Source: an optimization exercise on an open RTL-to-GDS flow (aim: small area and a short achievable clock period). Production flows keep margins and buffers that such runs may drop.
The flow treats the clock pin as an ideal source. Dropping or thinning the clock tree relies on that and would not hold on a real chip.
No activity file was given, so power comes from the tool's default toggle rates.

==> flow/design.v (excerpt) <==
module axi_csr_fifo_top #(
    parameter ADDR_WIDTH = 12,
    parameter DATA_WIDTH = 32,
    parameter FIFO_DEPTH = 16
)(
    input  wire                         ACLK,
    input  wire                         ARESETn,
    input  wire [ADDR_WIDTH - 1:0]      S_AXI_AWADDR,
    input  wire                         S_AXI_AWVALID,
    output wire                         S_AXI_AWREADY,
    input  wire [DATA_WIDTH - 1:0]      S_AXI_WDATA,
    input  wire [(DATA_WIDTH/8) - 1:0]  S_AXI_WSTRB,
    input  wire                         S_AXI_WVALID,
    output wire                         S_AXI_WREADY,
    output wire [1:0]                   S_AXI_BRESP,
    output wire                         S_AXI_BVALID,
    input  wire                         S_AXI_BREADY,
    input  wire [ADDR_WIDTH - 1:0]      S_AXI_ARADDR,
    input  wire                         S_AXI_ARVALID,
    output wire                         S_AXI_ARREADY,
    output wire [DATA_WIDTH - 1:0]      S_AXI_RDATA,
    output wire [1:0]                   S_AXI_RRESP,
    output wire                         S_AXI_RVALID,
    input  wire                         S_AXI_RREADY,
    input  wire                         wr_en,
    input  wire                         rd_en,
    input  wire [DATA_WIDTH - 1:0]      data_in,
    output reg  [DATA_WIDTH - 1:0]      data_out
);
    reg        wready;
    reg        aw_en;
    reg        bvalid;
    reg        bresp1;
  ...
Size: about 1300 cells after synthesis, ~650 flip-flops.
==> module axi_csr_fifo_top, before the edit <==
module axi_csr_fifo_top #(
    parameter ADDR_WIDTH = 12,
    parameter DATA_WIDTH = 32,
    parameter FIFO_DEPTH = 16
)(
    input  wire                         ACLK,
    input  wire                         ARESETn,
    input  wire [ADDR_WIDTH - 1:0]      S_AXI_AWADDR,
    input  wire                         S_AXI_AWVALID,
    output wire                         S_AXI_AWREADY,
    input  wire [DATA_WIDTH - 1:0]      S_AXI_WDATA,
    input  wire [(DATA_WIDTH/8) - 1:0]  S_AXI_WSTRB,
    input  wire                         S_AXI_WVALID,
    output wire                         S_AXI_WREADY,
    output wire [1:0]                   S_AXI_BRESP,
    output wire                         S_AXI_BVALID,
    input  wire                         S_AXI_BREADY,
    input  wire [ADDR_WIDTH - 1:0]      S_AXI_ARADDR,
    input  wire                         S_AXI_ARVALID,
    output wire                         S_AXI_ARREADY,
    output wire [DATA_WIDTH - 1:0]      S_AXI_RDATA,
    output wire [1:0]                   S_AXI_RRESP,
    output wire                         S_AXI_RVALID,
    input  wire                         S_AXI_RREADY,
    input  wire                         wr_en,
    input  wire                         rd_en,
    input  wire [DATA_WIDTH - 1:0]      data_in,
    output reg  [DATA_WIDTH - 1:0]      data_out
);
    reg        wready;
    reg        aw_en;
    reg        bvalid;
    reg        bresp1;
    reg        aw_is0;       
    reg [31:0] control;
    wire accept  = !wready && S_AXI_AWVALID && S_AXI_WVALID && aw_en;
    wire wr_fire = wready && S_AXI_AWVALID && S_AXI_WVALID;
    wire bhs     = bvalid && S_AXI_BREADY;
    always @(posedge ACLK or negedge ARESETn) begin
        if (!ARESETn) begin
            wready <= 1'b0;
            aw_en  <= 1'b1;
            bvalid <= 1'b0;
        end else begin
            wready <= accept;
            if (accept)
                aw_en <= 1'b0;
            else if (bhs)
                aw_en <= 1'b1;
            if (wr_fire && !bvalid)
                bvalid <= 1'b1;
            else if (bhs)
                bvalid <= 1'b0;
        end
    end
    always @(posedge ACLK) begin
        if (accept)
            aw_is0 <= (S_AXI_AWADDR == 12'h000);
        if (wr_fire && !bvalid)
            bresp1 <= !aw_is0;
    end
    integer b;
    always @(posedge ACLK or negedge ARESETn) begin
        if (!ARESETn)
            control <= 32'h0;
        else if (wr_fire && aw_is0)
            for (b = 0; b < 4; b = b + 1)
                if (S_AXI_WSTRB[b])
                    control[b*8 +: 8] <= S_AXI_WDATA[b*8 +: 8];
    end
    assign S_AXI_AWREADY = wready;
    assign S_AXI_WREADY  = wready;
    assign S_AXI_BVALID  = bvalid;
    assign S_AXI_BRESP   = {bresp1, 1'b0};
    reg [31:0] mem [0:15];
    reg [7:0]  wj;
    reg [15:0] rsel;
    reg [4:0]  level;
    reg        empty;
    reg        wok, rok;     
    wire       cs   = control[0];
    wire       full = level[4];
    wire       we   = wr_en && wok;
    wire       re   = rd_en && rok;
    wire cs_next    = (wr_fire && aw_is0 && S_AXI_WSTRB[0]) ? S_AXI_WDATA[0] : cs;
    wire full_next  = (we && !re) ? (level == 5'd15) : (re && !we) ? 1'b0 : full;
    wire empty_next = (we && !re) ? 1'b0 : (re && !we) ? (level == 5'd1) : empty;
    always @(posedge ACLK or negedge ARESETn) begin
        if (!ARESETn) begin
            wj    <= 8'h00;
            rsel  <= 16'h0001;
            level <= 5'd0;
            empty <= 1'b1;
            wok   <= 1'b0;
            rok   <= 1'b0;
        end else begin
            wok <= cs_next && !full_next;
            rok <= cs_next && !empty_next;
            if (we) wj <= {wj[6:0], ~wj[7]};
            if (re) rsel <= {rsel[14:0], rsel[15]};
            if (we && !re) begin
                level <= level + 5'd1;
                empty <= 1'b0;
            end else if (re && !we) begin
                level <= level - 5'd1;
                empty <= (level == 5'd1);
            end
        end
    end
    wire [15:0] wsel;
    assign wsel[0] = !wj[0] && !wj[7];
    assign wsel[8] =  wj[0] &&  wj[7];
    genvar g;
    generate
        for (g = 1; g < 8; g = g + 1) begin : g_wdec
            assign wsel[g]     =  wj[g-1] && !wj[g];
            assign wsel[g + 8] = !wj[g-1] &&  wj[g];
        end
    endgenerate
    integer k;
    always @(posedge ACLK)
        for (k = 0; k < 16; k = k + 1)
            if (we && wsel[k])
                mem[k] <= data_in;
    reg [31:0] rd_word;
    always @(*) begin
        rd_word = 32'h0;
        for (k = 0; k < 16; k = k + 1)
            rd_word = rd_word | ({32{rsel[k]}} & mem[k]);
    end
    always @(posedge ACLK or negedge ARESETn) begin
        if (!ARESETn)
            data_out <= 32'h0;
        else if (re)
            data_out <= rd_word;
    end
    reg        arready;
    reg        rvalid;
    reg        rresp1;
    reg        ar_is0, ar_is4, ar_is8;    
    reg [31:0] rdata;
    wire ar_take = !arready && S_AXI_ARVALID && !rvalid;
    wire rd_fire = arready && S_AXI_ARVALID && !rvalid;
    wire ar_lo   = (S_AXI_ARADDR[11:4] == 8'h00) && (S_AXI_ARADDR[1:0] == 2'b00);
    always @(posedge ACLK)
        if (ar_take) begin
            ar_is0 <= ar_lo && (S_AXI_ARADDR[3:2] == 2'd0);
            ar_is4 <= ar_lo && (S_AXI_ARADDR[3:2] == 2'd1);
            ar_is8 <= ar_lo && (S_AXI_ARADDR[3:2] == 2'd2);
        end
    wire [31:0] status_v = {16'd0, 3'd0, level, 6'd0, full, empty};
    wire [31:0] level_v  = {27'd0, level};
    wire [31:0] rd_val   = ({32{ar_is0}} & control) |
                           ({32{ar_is4}} & status_v) |
                           ({32{ar_is8}} & level_v);
    always @(posedge ACLK or negedge ARESETn) begin
        if (!ARESETn) begin
            arready <= 1'b0;
            rvalid  <= 1'b0;
        end else begin
            arready <= ar_take;
            if (rd_fire)
                rvalid <= 1'b1;
            else if (rvalid && S_AXI_RREADY)
                rvalid <= 1'b0;
        end
    end
    always @(posedge ACLK)
        if (rd_fire) begin
            rdata  <= rd_val;
            rresp1 <= !(ar_is0 || ar_is4 || ar_is8);
        end
    assign S_AXI_ARREADY = arready;
    assign S_AXI_RVALID  = rvalid;
    assign S_AXI_RDATA   = rdata;
    assign S_AXI_RRESP   = {rresp1, 1'b0};
endmodule
export LEC_CHECK = 0
export CAP_MARGIN = 20
export CORE_MARGIN = 2
export CORE_UTILIZATION = 42
export SETUP_SLACK_MARGIN = 3.1
export SLEW_MARGIN = 20
create_clock -name core_clock -period 5.0 [get_ports {ACLK}]
standard.sh (not shown) runs the stock make flow with config.mk's settings and CLKGATE_MAP_FILE= SYNTH_SCRIPT=/design/flow/synth_recipe.tcl, a recipe that flattens the netlist after the stock synthesis.
==> flow/flow/run.sh <==
#!/bin/bash
# The standard layout, with two changes:
#  - ports are buffered with buf_2 instead of the default pick;
#  - the clock tree is a balanced two-level tree built by flow/pre_cts.tcl
#    (4 root buffers fed by the clock port, each driving leaf buffers that
#    drive equal-sized spatial clusters of flip-flops).
set -euo pipefail
here=$(pwd)
export PRE_CTS_TCL=$here/flow/pre_cts.tcl
export BUFFER_PORTS_ARGS="-buffer_cell sky130_fd_sc_hd__buf_2"
bash standard.sh > standard.log 2>&1
Other scripts of this flow, unchanged in this note and not shown: flow/flow/clock_tree.tcl, flow/flow/pre_cts.tcl
The baseline finished with timing, DRC and antenna clean.
Rerun with:
--- a/flow/design.v
+++ b/flow/design.v
@@ -77,27 +77,19 @@
     reg [7:0]  wj;
     reg [15:0] rsel;
     reg [4:0]  level;
     reg        empty;
-    reg        wok, rok;     
     wire       cs   = control[0];
     wire       full = level[4];
-    wire       we   = wr_en && wok;
-    wire       re   = rd_en && rok;
-    wire cs_next    = (wr_fire && aw_is0 && S_AXI_WSTRB[0]) ? S_AXI_WDATA[0] : cs;
-    wire full_next  = (we && !re) ? (level == 5'd15) : (re && !we) ? 1'b0 : full;
-    wire empty_next = (we && !re) ? 1'b0 : (re && !we) ? (level == 5'd1) : empty;
+    wire       we   = cs && wr_en && !full;
+    wire       re   = cs && rd_en && !empty;
     always @(posedge ACLK or negedge ARESETn) begin
         if (!ARESETn) begin
             wj    <= 8'h00;
             rsel  <= 16'h0001;
             level <= 5'd0;
             empty <= 1'b1;
-            wok   <= 1'b0;
-            rok   <= 1'b0;
         end else begin
-            wok <= cs_next && !full_next;
-            rok <= cs_next && !empty_next;
             if (we) wj <= {wj[6:0], ~wj[7]};
             if (re) rsel <= {rsel[14:0], rsel[15]};
             if (we && !re) begin
                 level <= level + 5'd1;
The new run produced a clean layout.
Sequential power stays flat.
Via count stays flat.
Worst setup slack is worse by 160 ps.
Clock power stays flat.
Area after synthesis drops slightly.
Routed wire length drops slightly.
Maximum frequency drops by a little under a tenth.
Die area drops slightly.
Hold slack stays flat.
Flip-flop and latch count drops by 2.
Register-to-register slack is worse by 50 ps.
Global-route usage climbs by 0.50 points.
Function was not checked in any run of this note: the RTL went through the layout flow alone. No run of this note takes its clock network from TritonCTS; it comes from the design's own scripts or RTL.

-- what the ideal ports hide --
How much do the figures lean on ideal ports? The routed layouts below were timed once more, with nothing changed but the port constraints. Step 1: set_driving_cell puts a clkbuf_16 on ACLK and a buf_2 on each other input, an assumption about the parent block. Step 2 adds t to the input delays and takes it off the output delays; t is the mean of the earliest and latest rising clock arrival at the registers after step 1. Input paths then give back, and output paths get back, about the clock's delay inside the block. Slacks: ideal / step 1 / step 2; pairs: ideal / step 1.
run | shift t [ns] | setup WS [ns] | hold WS [ns] | latest minus earliest clock arrival (ns)
the first run | 0.454 | 3.012 / 2.953 / 2.667 | 0.483 / 0.483 / 0.483 | 0.029 / 0.029
the second run | 0.455 | 2.851 / 2.899 / 2.444 | 0.485 / 0.485 / 0.485 | 0.038 / 0.038
After both steps setup and hold are still met in every run listed. For the second run, which loses most, drivers alone change the setup slack by +0.048 ns; drivers and shift together by -0.407 ns.
